This design comes from an exercise in tuning for small area and a short achievable clock period on the open sky130 flow, not from production work. At most, simulation tests tie the RTL to the original design; equivalence was not proved. Power is estimated from default activity; no workload was simulated.

==> onyx: inputs <==
==> flow/design.v (excerpt) <==
module roadrash_top (
    input         clk,
    input         reset,
    input  [5:0]  pBtns,
    input  [7:0]  duty_cycle,
    output [9:0]  bike_col_position,
    output [9:0]  left_car_row, left_car_column,
    output [9:0]  right_car_row, right_car_column,
    output [9:0]  middle_car_row, middle_car_column,
    output [2:0]  left_car_icon_num, right_car_icon_num, middle_car_icon_num,
    output [2:0]  background_num,
    output [3:0]  speed_hunds, speed_tens, speed_ones,
    output [3:0]  score_ones, score_tens, score_hunds,
    output [3:0]  score_thous, score_tenthous, score_hundthous,
    output        pwm_audio_out
    );
    localparam integer CLK_FREQUENCY_HZ = 20000;
    wire [1:0] dist_tenthous, speed_h;
    final_main #(.CLK_FREQUENCY_HZ(CLK_FREQUENCY_HZ)) CONTROLLER (
        .clk(clk), .reset(reset), .pBtns(pBtns),
        .bike_col_position(bike_col_position),
        .left_car_row(left_car_row), .left_car_column(left_car_column),
        .right_car_row(right_car_row), .right_car_column(right_car_column),
        .middle_car_row(middle_car_row), .middle_car_column(middle_car_column),
        .left_car_icon_num(left_car_icon_num), .right_car_icon_num(right_car_icon_num),
        .middle_car_icon_num(middle_car_icon_num), .background_num(background_num),
        .speed_hunds(speed_h), .speed_tens(speed_tens), .speed_ones(speed_ones),
        .dist_ones(score_ones), .dist_tens(score_tens), .dist_hunds(score_hunds),
  ...
clock: 80.0 ns
lec_check: 0
abc_area: 1
cap_margin: 20
core_margin: 2
core_utilization: 65
cts_buf_list: sky130_fd_sc_hd__clkbuf_8
cts_cluster_size: 30
slew_margin: 20
standard.sh (not shown) runs the stock make flow with config.mk's settings and CLKGATE_MAP_FILE= SYNTH_SCRIPT=/design/flow/synth_recipe.tcl, a recipe that flattens the netlist after the stock synthesis.
==> flow/flow/run.sh <==
#!/bin/bash
# Layout flow: the standard flow (standard.sh) with these changes.
#  * The port buffers are sky130_fd_sc_hd__buf_1 instead of the delay cell
#    buffer_ports picks by default (the weakest buffer).
#  * repair_timing (after CTS and global routing) works to a setup margin of
#    62.75 ns, so it also shortens the slowest input and output paths.
# Floorplan, power grid, tap cells, placement, CTS and routing are ORFS's.
# Each step's full output goes to a log file in this folder.
set -euo pipefail
rm -rf scripts_area
cp -r "$FLOW_HOME/scripts" scripts_area
cp flow/abc_area.script scripts_area/abc_area.script
SCRIPTS_DIR="$PWD/scripts_area" ADDER_MAP_FILE= SYNTH_KEEP_MODULES="pwm_cmp2 pwm_cmb" \
  bash standard.sh synth > synth.log 2>&1
SETUP_SLACK_MARGIN=62.75 BUFFER_PORTS_ARGS="-buffer_cell sky130_fd_sc_hd__buf_1" \
  bash standard.sh finish > layout.log 2>&1
==> flow/flow/abc_area.script <==
strash
&get -n
&fraig -x
&put
dc2
strash
&get -n
&deepsyn -T 120
&put
strash
&get -n
&dch -f
&nf -R 1000
&put
topo
==> garnet: changes against onyx <==
--- a/flow/design.v
+++ b/flow/design.v
@@ -21,32 +21,33 @@
     reg [2:0] d5, e5;      
     reg       tick50hz;
     reg       bg_step;
     wire [1:0] speed_range;    
     wire       speed_zero;
-    localparam [6:0] C_FIRST = 7'b0000001;
-    localparam [6:0] C_LAST  = 7'b1011101;
     wire w100 = (c == C_LAST);
     wire d4   = (d5 == 3'd4);
     wire ev50 = w100 & (h8[1:0] == 2'd3);
     wire ev40 = w100 & d4;
     wire ev20 = w100 & d4 & h8[0];
     wire ev10 = w100 & d4 & (h8[1:0] == 2'd3);
     wire ev5  = w100 & d4 & (h8 == 3'd7);
     wire ev1  = ev5 & (e5 == 3'd4);
-    wire d_wrap = w100 & d4;                   
+    localparam [6:0] C_FIRST = 7'b0000001;
+    localparam [6:0] C_LAST  = 7'b1011101;
     always @(posedge clk) begin
         if (reset) begin
             c  <= C_FIRST;
             h8 <= 3'd0;
             d5 <= 3'd0;
             e5 <= 3'd0;
+        end else if (w100) begin
+            c  <= C_FIRST;
+            h8 <= h8 + 3'd1;
+            d5 <= d4 ? 3'd0 : d5 + 3'd1;
+            if (d4) e5 <= (e5 == 3'd4) ? 3'd0 : e5 + 3'd1;
         end else begin
-            c  <= w100 ? C_FIRST : {c[5:0], c[6] ^ c[5]};
-            h8 <= h8 + {2'd0, w100};
-            d5 <= d_wrap ? 3'd0 : d5 + {2'd0, w100};
-            e5 <= (d_wrap & (e5 == 3'd4)) ? 3'd0 : e5 + {2'd0, d_wrap};
+            c <= {c[5:0], c[6] ^ c[5]};
         end
     end
     always @(posedge clk) begin
         if (reset) begin
             tick50hz <= 1'b0;
@@ -119,43 +120,38 @@
     wire       c2 = c1 & (dist_hunds == 4'd9);
     wire       c3 = c2 & (dist_thous == 4'd9);
     wire       dist_sat = dist_tenthous[1] &
                           (dist_tenthous[0] | (dist_thous == 4'd9) & (dist_hunds == 4'd9) &
                            (dist_tens == 4'd9) & (dist_ones >= 4'd2));
-    wire       cin0 = tick50hz & c0;
-    wire       cin1 = tick50hz & c1;
-    wire       cin2 = tick50hz & c2;
-    wire       cin3 = tick50hz & c3;
-    wire [3:0] tens_up  = dist_tens  + {3'd0, cin0};
-    wire [3:0] hunds_up = dist_hunds + {3'd0, cin1};
-    wire [3:0] thous_up = dist_thous + {3'd0, cin2};
     always @(posedge clk) begin
         if (reset) begin
             dist_ones     <= 4'd0;
             dist_tens     <= 4'd0;
             dist_hunds    <= 4'd0;
             dist_thous    <= 4'd0;
             dist_tenthous <= 2'd0;
-        end else if (tick50hz & dist_sat) begin
-            dist_ones     <= 4'd0;
-            dist_tens     <= 4'd0;
-            dist_hunds    <= 4'd0;
-            dist_thous    <= 4'd0;
-            dist_tenthous <= 2'd3;
-        end else begin
-            if (tick50hz) dist_ones <= c0 ? ones_sum - 5'd10 : ones_sum[3:0];
-            dist_tens     <= (tens_up  == 4'd10) ? 4'd0 : tens_up;
-            dist_hunds    <= (hunds_up == 4'd10) ? 4'd0 : hunds_up;
-            dist_thous    <= (thous_up == 4'd10) ? 4'd0 : thous_up;
-            dist_tenthous <= dist_tenthous + {1'b0, cin3};
+        end else if (tick50hz) begin
+            if (dist_sat) begin
+                dist_ones     <= 4'd0;
+                dist_tens     <= 4'd0;
+                dist_hunds    <= 4'd0;
+                dist_thous    <= 4'd0;
+                dist_tenthous <= 2'd3;
+            end else begin
+                dist_ones <= c0 ? ones_sum - 5'd10 : ones_sum[3:0];
+                if (c0) dist_tens  <= c1 ? 4'd0 : dist_tens + 4'd1;
+                if (c1) dist_hunds <= c2 ? 4'd0 : dist_hunds + 4'd1;
+                if (c2) dist_thous <= c3 ? 4'd0 : dist_thous + 4'd1;
+                if (c3) dist_tenthous <= dist_tenthous + 2'd1;
+            end
         end
     end
     always @(posedge clk) begin
         if (reset)
             background_num <= 3'd0;
-        else
-            background_num <= background_num + {2'd0, bg_step};
+        else if (bg_step)
+            background_num <= background_num + 3'd1;
     end
     reg [9:1] bike_col;
     assign bike_col_position = {bike_col, 1'b0};
     wire [9:1] bike_right = (bike_col >= 9'd450) ? 9'd454 : bike_col + 9'd4;
     wire [9:1] bike_left  = (bike_col <= 9'd4)   ? 9'd0   : bike_col - 9'd4;
@@ -175,30 +171,29 @@
     assign left_car_column = lcol;
     wire [6:0] lm    = lrow[6:0];
     wire       lhold = ~lrow[8];
     reg [3:0] ldelta;
     reg [2:0] licon;
-    wire lstep = tick50hz & ~left_obstacle_flag & ~lhold;
-    wire lload = tick50hz & left_obstacle_flag;
     always @(posedge clk) begin
         if (reset) begin
-            lrow <= 9'h0ff;        
-            lcol <= 10'd1023;
-        end else if (lload) begin
-            lrow <= 9'h190;        
-            lcol <= 10'd500;
-        end else begin
-            lrow[6:0] <= lm + {6'd0, lstep};
-            if (lstep & (lm == 7'd127)) lrow[8:7] <= 2'b00;    
-            lcol <= lcol - (lstep ? ldelta : 4'd0);
-        end
-    end
-    always @(posedge clk) begin
-        if (reset)
+            lrow              <= 9'h0ff;        
+            lcol              <= 10'd1023;
             left_car_icon_num <= 3'd0;
-        else if (tick50hz)
-            left_car_icon_num <= lstep ? licon : 3'd0;
+        end else if (tick50hz) begin
+            if (left_obstacle_flag) begin
+                lrow              <= 9'h190;        
+                lcol              <= 10'd500;
+                left_car_icon_num <= 3'd0;
+            end else if (lhold) begin
+                left_car_icon_num <= 3'd0;
+            end else begin
+                lrow[6:0] <= lm + 7'd1;
+                if (lm == 7'd127) lrow[8:7] <= 2'b00;    
+                lcol <= lcol - ldelta;
+                left_car_icon_num <= licon;
+            end
+        end
     end
     always @(*) begin
         if (lm < 7'd31)       begin ldelta = 4'd3;  licon = 3'd2; end
         else if (lm == 7'd31) begin ldelta = 4'd15; licon = 3'd3; end
         else if (lm < 7'd46)  begin ldelta = 4'd4;  licon = 3'd3; end
@@ -211,31 +206,30 @@
     assign right_car_row    = {~rrow8, rrow8, 1'b1, rm};
     assign right_car_column = {1'b1, rcol};
     wire rhold = ((rcol[8:3] == 6'b111111) & (rcol[2] | (rcol[1] & rcol[0])));
     reg [2:0] rdelta;
     reg [2:0] ricon;
-    wire rstep = tick50hz & ~right_obstacle_flag & ~rhold;
-    wire rload = tick50hz & right_obstacle_flag;
     always @(posedge clk) begin
         if (reset) begin
-            rrow8 <= 1'b0;
-            rm    <= 7'd127;
-            rcol  <= 9'd511;
-        end else if (rload) begin
-            rrow8 <= 1'b1;
-            rm    <= 7'd16;
-            rcol  <= 9'd12;
-        end else begin
-            rm   <= rm + {6'd0, rstep};
-            rcol <= rcol + (rstep ? rdelta : 3'd0);
-        end
-    end
-    always @(posedge clk) begin
-        if (reset)
+            rrow8              <= 1'b0;
+            rm                 <= 7'd127;
+            rcol               <= 9'd511;
             right_car_icon_num <= 3'd0;
-        else if (tick50hz)
-            right_car_icon_num <= rstep ? ricon : 3'd0;
+        end else if (tick50hz) begin
+            if (right_obstacle_flag) begin
+                rrow8              <= 1'b1;
+                rm                 <= 7'd16;
+                rcol               <= 9'd12;
+                right_car_icon_num <= 3'd0;
+            end else if (rhold) begin
+                right_car_icon_num <= 3'd0;
+            end else begin
+                rm <= rm + 7'd1;
+                rcol <= rcol + rdelta;
+                right_car_icon_num <= ricon;
+            end
+        end
     end
     always @(*) begin
         if (rm < 7'd31)      begin rdelta = 3'd3; ricon = 3'd2; end
         else if (rm < 7'd46) begin rdelta = 3'd4; ricon = 3'd3; end
         else if (rm < 7'd86) begin rdelta = 3'd5; ricon = 3'd4; end
@@ -244,32 +238,45 @@
     reg       mrow_hi;     
     reg [6:0] mm;
     reg       mcol7, mcol5, mcol4;
     assign middle_car_row    = {~mrow_hi, mrow_hi, mrow_hi, mm};
     assign middle_car_column = {2'b01, mcol7, 1'b1, mcol5, mcol4, 4'b1111};
-    wire mstep = tick50hz & ~middle_obstacle_flag & mrow_hi;
-    wire mload = tick50hz & middle_obstacle_flag;
-    reg [2:0] mcol_next, micon;
-    always @(*) begin
-        if (mm < 7'd31)      begin mcol_next = 3'b110; micon = 3'd2; end
-        else if (mm < 7'd46) begin mcol_next = 3'b101; micon = 3'd3; end
-        else if (mm < 7'd86) begin mcol_next = 3'b011; micon = 3'd4; end
-        else                 begin mcol_next = 3'b011; micon = 3'd5; end
-    end
     always @(posedge clk) begin
-        if (reset | mload) begin
-            mrow_hi               <= 1'b1;
-            mm                    <= 7'd16;
+        if (reset) begin
+            mrow_hi             <= 1'b1;
+            mm                  <= 7'd16;
             {mcol7, mcol5, mcol4} <= 3'b110;
+            middle_car_icon_num <= 3'd0;
+        end else if (tick50hz) begin
+            if (middle_obstacle_flag) begin
+                mrow_hi             <= 1'b1;
+                mm                  <= 7'd16;
+                {mcol7, mcol5, mcol4} <= 3'b110;
+                middle_car_icon_num <= 3'd0;
+            end else if (!mrow_hi) begin
+                middle_car_icon_num <= 3'd0;
+            end else begin
+                mm <= mm + 7'd1;
+                if (mm == 7'd127) mrow_hi <= 1'b0;
+                if (mm < 7'd31) begin
+                    {mcol7, mcol5, mcol4} <= 3'b110;
+                    middle_car_icon_num   <= 3'd2;
+                end else if (mm < 7'd46) begin
+                    {mcol7, mcol5, mcol4} <= 3'b101;
+                    middle_car_icon_num   <= 3'd3;
+                end else if (mm < 7'd86) begin
+                    {mcol7, mcol5, mcol4} <= 3'b011;
+                    middle_car_icon_num   <= 3'd4;
+                end else begin
+                    {mcol7, mcol5, mcol4} <= 3'b011;
+                    middle_car_icon_num   <= 3'd5;
+                end
+            end
         end else begin
-            mm <= mm + {6'd0, mstep};
-            if (mstep & (mm == 7'd127)) mrow_hi <= 1'b0;
-            if (mstep) {mcol7, mcol5, mcol4} <= mcol_next;
+            middle_car_icon_num <= 3'd0;
         end
     end
-    always @(posedge clk)
-        middle_car_icon_num <= (~reset & mstep) ? micon : 3'd0;
 endmodule
 `timescale 1ns / 1ps
 module bcd_module (
     input            clk,
     input            reset,
@@ -384,20 +391,17 @@
             clk_cnt <= clk_cnt + 6'd1;
             tickhz  <= 1'b0;
         end
     end
     always @(posedge clk) begin
-        if (reset)
-            counter <= 8'd0;
-        else
-            counter <= counter + {7'd0, tickhz};
-    end
-    always @(posedge clk) begin
-        if (reset)
+        if (reset) begin
             pwm_audio_out <= 1'b0;
-        else if (tickhz)
+            counter       <= 8'd0;
+        end else if (tickhz) begin
+            counter       <= counter + 8'd1;
             pwm_audio_out <= (duty_cycle != 8'd0) & duty_high;
+        end
     end
 endmodule
 module pwm_cmp2 (
     input  [1:0] a, b,
     output       lt, eq
==> flow/flow/abc_area.script (replaced) <==
strash
&get -n
&fraig -x
&put
dc2
strash
&get -n
&deepsyn -T 30
&put
strash
&get -n
&dch -f
&nf -R 1000
&put
topo
==> maple: changes against onyx <==
--- a/flow/design.v
+++ b/flow/design.v
@@ -21,20 +21,20 @@
     reg [2:0] d5, e5;      
     reg       tick50hz;
     reg       bg_step;
     wire [1:0] speed_range;    
     wire       speed_zero;
-    localparam [6:0] C_FIRST = 7'b0000001;
-    localparam [6:0] C_LAST  = 7'b1011101;
     wire w100 = (c == C_LAST);
     wire d4   = (d5 == 3'd4);
     wire ev50 = w100 & (h8[1:0] == 2'd3);
     wire ev40 = w100 & d4;
     wire ev20 = w100 & d4 & h8[0];
     wire ev10 = w100 & d4 & (h8[1:0] == 2'd3);
     wire ev5  = w100 & d4 & (h8 == 3'd7);
     wire ev1  = ev5 & (e5 == 3'd4);
+    localparam [6:0] C_FIRST = 7'b0000001;
+    localparam [6:0] C_LAST  = 7'b1011101;
     wire d_wrap = w100 & d4;                   
     always @(posedge clk) begin
         if (reset) begin
             c  <= C_FIRST;
             h8 <= 3'd0;
==> flow/flow/run.sh (replaced) <==
#!/bin/bash
# Layout flow: the standard flow (standard.sh) with these changes.
#  * The port buffers are sky130_fd_sc_hd__buf_1 instead of the delay cell
#    buffer_ports picks by default (the weakest buffer).
#  * repair_timing (after CTS and global routing) works to a setup margin of
#    62.85 ns, so it also shortens the slowest input and output paths.
# Floorplan, power grid, tap cells, placement, CTS and routing are ORFS's.
# Each step's full output goes to a log file in this folder.
set -euo pipefail
rm -rf scripts_area
cp -r "$FLOW_HOME/scripts" scripts_area
cp flow/abc_area.script scripts_area/abc_area.script
SCRIPTS_DIR="$PWD/scripts_area" ADDER_MAP_FILE= SYNTH_KEEP_MODULES="pwm_cmp2 pwm_cmb" \
  bash standard.sh synth > synth.log 2>&1
SETUP_SLACK_MARGIN=62.85 BUFFER_PORTS_ARGS="-buffer_cell sky130_fd_sc_hd__buf_1" \
  bash standard.sh finish > layout.log 2>&1
==> flow/flow/abc_area.script (replaced) <==
strash
&get -n
&fraig -x
&put
dc2
strash
&get -n
&deepsyn -T 60
&put
strash
&get -n
&dch -f
&nf -R 1000
&put
topo
==> comparison <==
The lowest first-iteration DRC count belongs to garnet, the highest to maple.
Sequential power is about the same in onyx and maple.
Between maple and garnet, the lower synthesized cell count is in maple (gap 2.1%, measured against garnet).
Setup slack, highest first: maple, garnet, onyx.
The lowest global-route usage belongs to garnet, the highest to maple.
In non-clock buffer count, maple and garnet do not differ.
In cell count, garnet and onyx hardly differ.
maple passed the timing, DRC and antenna checks. garnet finished with timing, DRC and antenna clean. onyx passed the timing, DRC and antenna checks.
The highest clock skew belongs to maple, the lowest to garnet.
The highest power belongs to onyx, the lowest to maple.
==> figures <==
| item | onyx | garnet | maple |
|---|---|---|---|
| Run status | finished clean | finished clean | finished clean |
| Relative contribution of combinational cells to total power | 0.032 | 0.033 | 0.046 |
| Pint | 109.4 µW | 108.6 µW | 104.8 µW |
| Met1 usage | 0.3423 | 0.3551 | 0.3567 |
| Cell depth of the worst flop-to-flop path | 15 | 17 | 18 |
| Synth-to-layout area growth | 13.69% | 14.21% | 13.60% |
| Met2 track utilization from global routing | 0.5076 | 0.4618 | 0.5157 |
| Worst-path clk slew | 0.08 ns | 0.08 ns | 0.09 ns |
| Met3 layer usage reported by global route | 0.05206 | 0.06416 | 0.04540 |
| WP depth | 1 | 1 | 6 |
| Maximum number of pins on one net before global-route repair | 53 | 46 | 52 |
| Power density cells | 17.70 nW/µm² | 17.54 nW/µm² | 17.47 nW/µm² |
| Area of the multi-input gates | 3837 µm² | 3839 µm² | 3834 µm² |
| Post-synthesis instance area | 7019 µm² | 6998 µm² | 7000 µm² |
| Post-Place Cells | 1136 | 1135 | 1116 |
| P_leak | 3.002 nW | 2.995 nW | 2.979 nW |
| Setup skew after layout | 0.01071 ns | 0.007591 ns | 0.01380 ns |
| Vias/cell | 5.874 | 5.770 | 5.938 |
| Power, Total | 141.3 µW | 140.2 µW | 138.9 µW |
No functional check of the RTL was part of garnet and maple.

[separate check: timing with driven ports]
Ports are ideal in the flow. The routed layouts listed here were re-timed in OpenROAD. Step 1 (the two cells are an assumption about what drives the block):
set clk [get_ports {clk}]
set_driving_cell -lib_cell sky130_fd_sc_hd__clkbuf_16 $clk
set_driving_cell -lib_cell sky130_fd_sc_hd__buf_2 [delete_from_list [all_inputs] $clk]
Step 2 times the ports against the registers' clock, not the clock port: input delays grow and output delays shrink by t, the midpoint of the rising clock arrivals with the driver on. a / b / c = ideal ports / drivers / drivers and shift; a / b = the first two.
| run | t (ns) | slack for setup (ns) | worst hold slack (ns) | clock arrival spread, ns | slew at the worst register clock pin (ns) |
|---|---|---|---|---|---|
| onyx | 0.468 | 62.801 / 62.766 / 62.383 | 0.445 / 0.445 / 0.445 | 0.011 / 0.010 | 0.08 / 0.08 |
| garnet | 0.480 | 62.816 / 62.780 / 62.394 | 0.460 / 0.460 / 0.460 | 0.009 / 0.010 | 0.08 / 0.08 |
| maple | 0.465 | 62.895 / 62.868 / 62.437 | 0.452 / 0.452 / 0.452 | 0.013 / 0.014 | 0.09 / 0.09 |
After both steps setup and hold are still met in every run listed. The setup slack of maple, which loses most, moves by -0.027 ns with the drivers and by -0.458 ns with both steps.
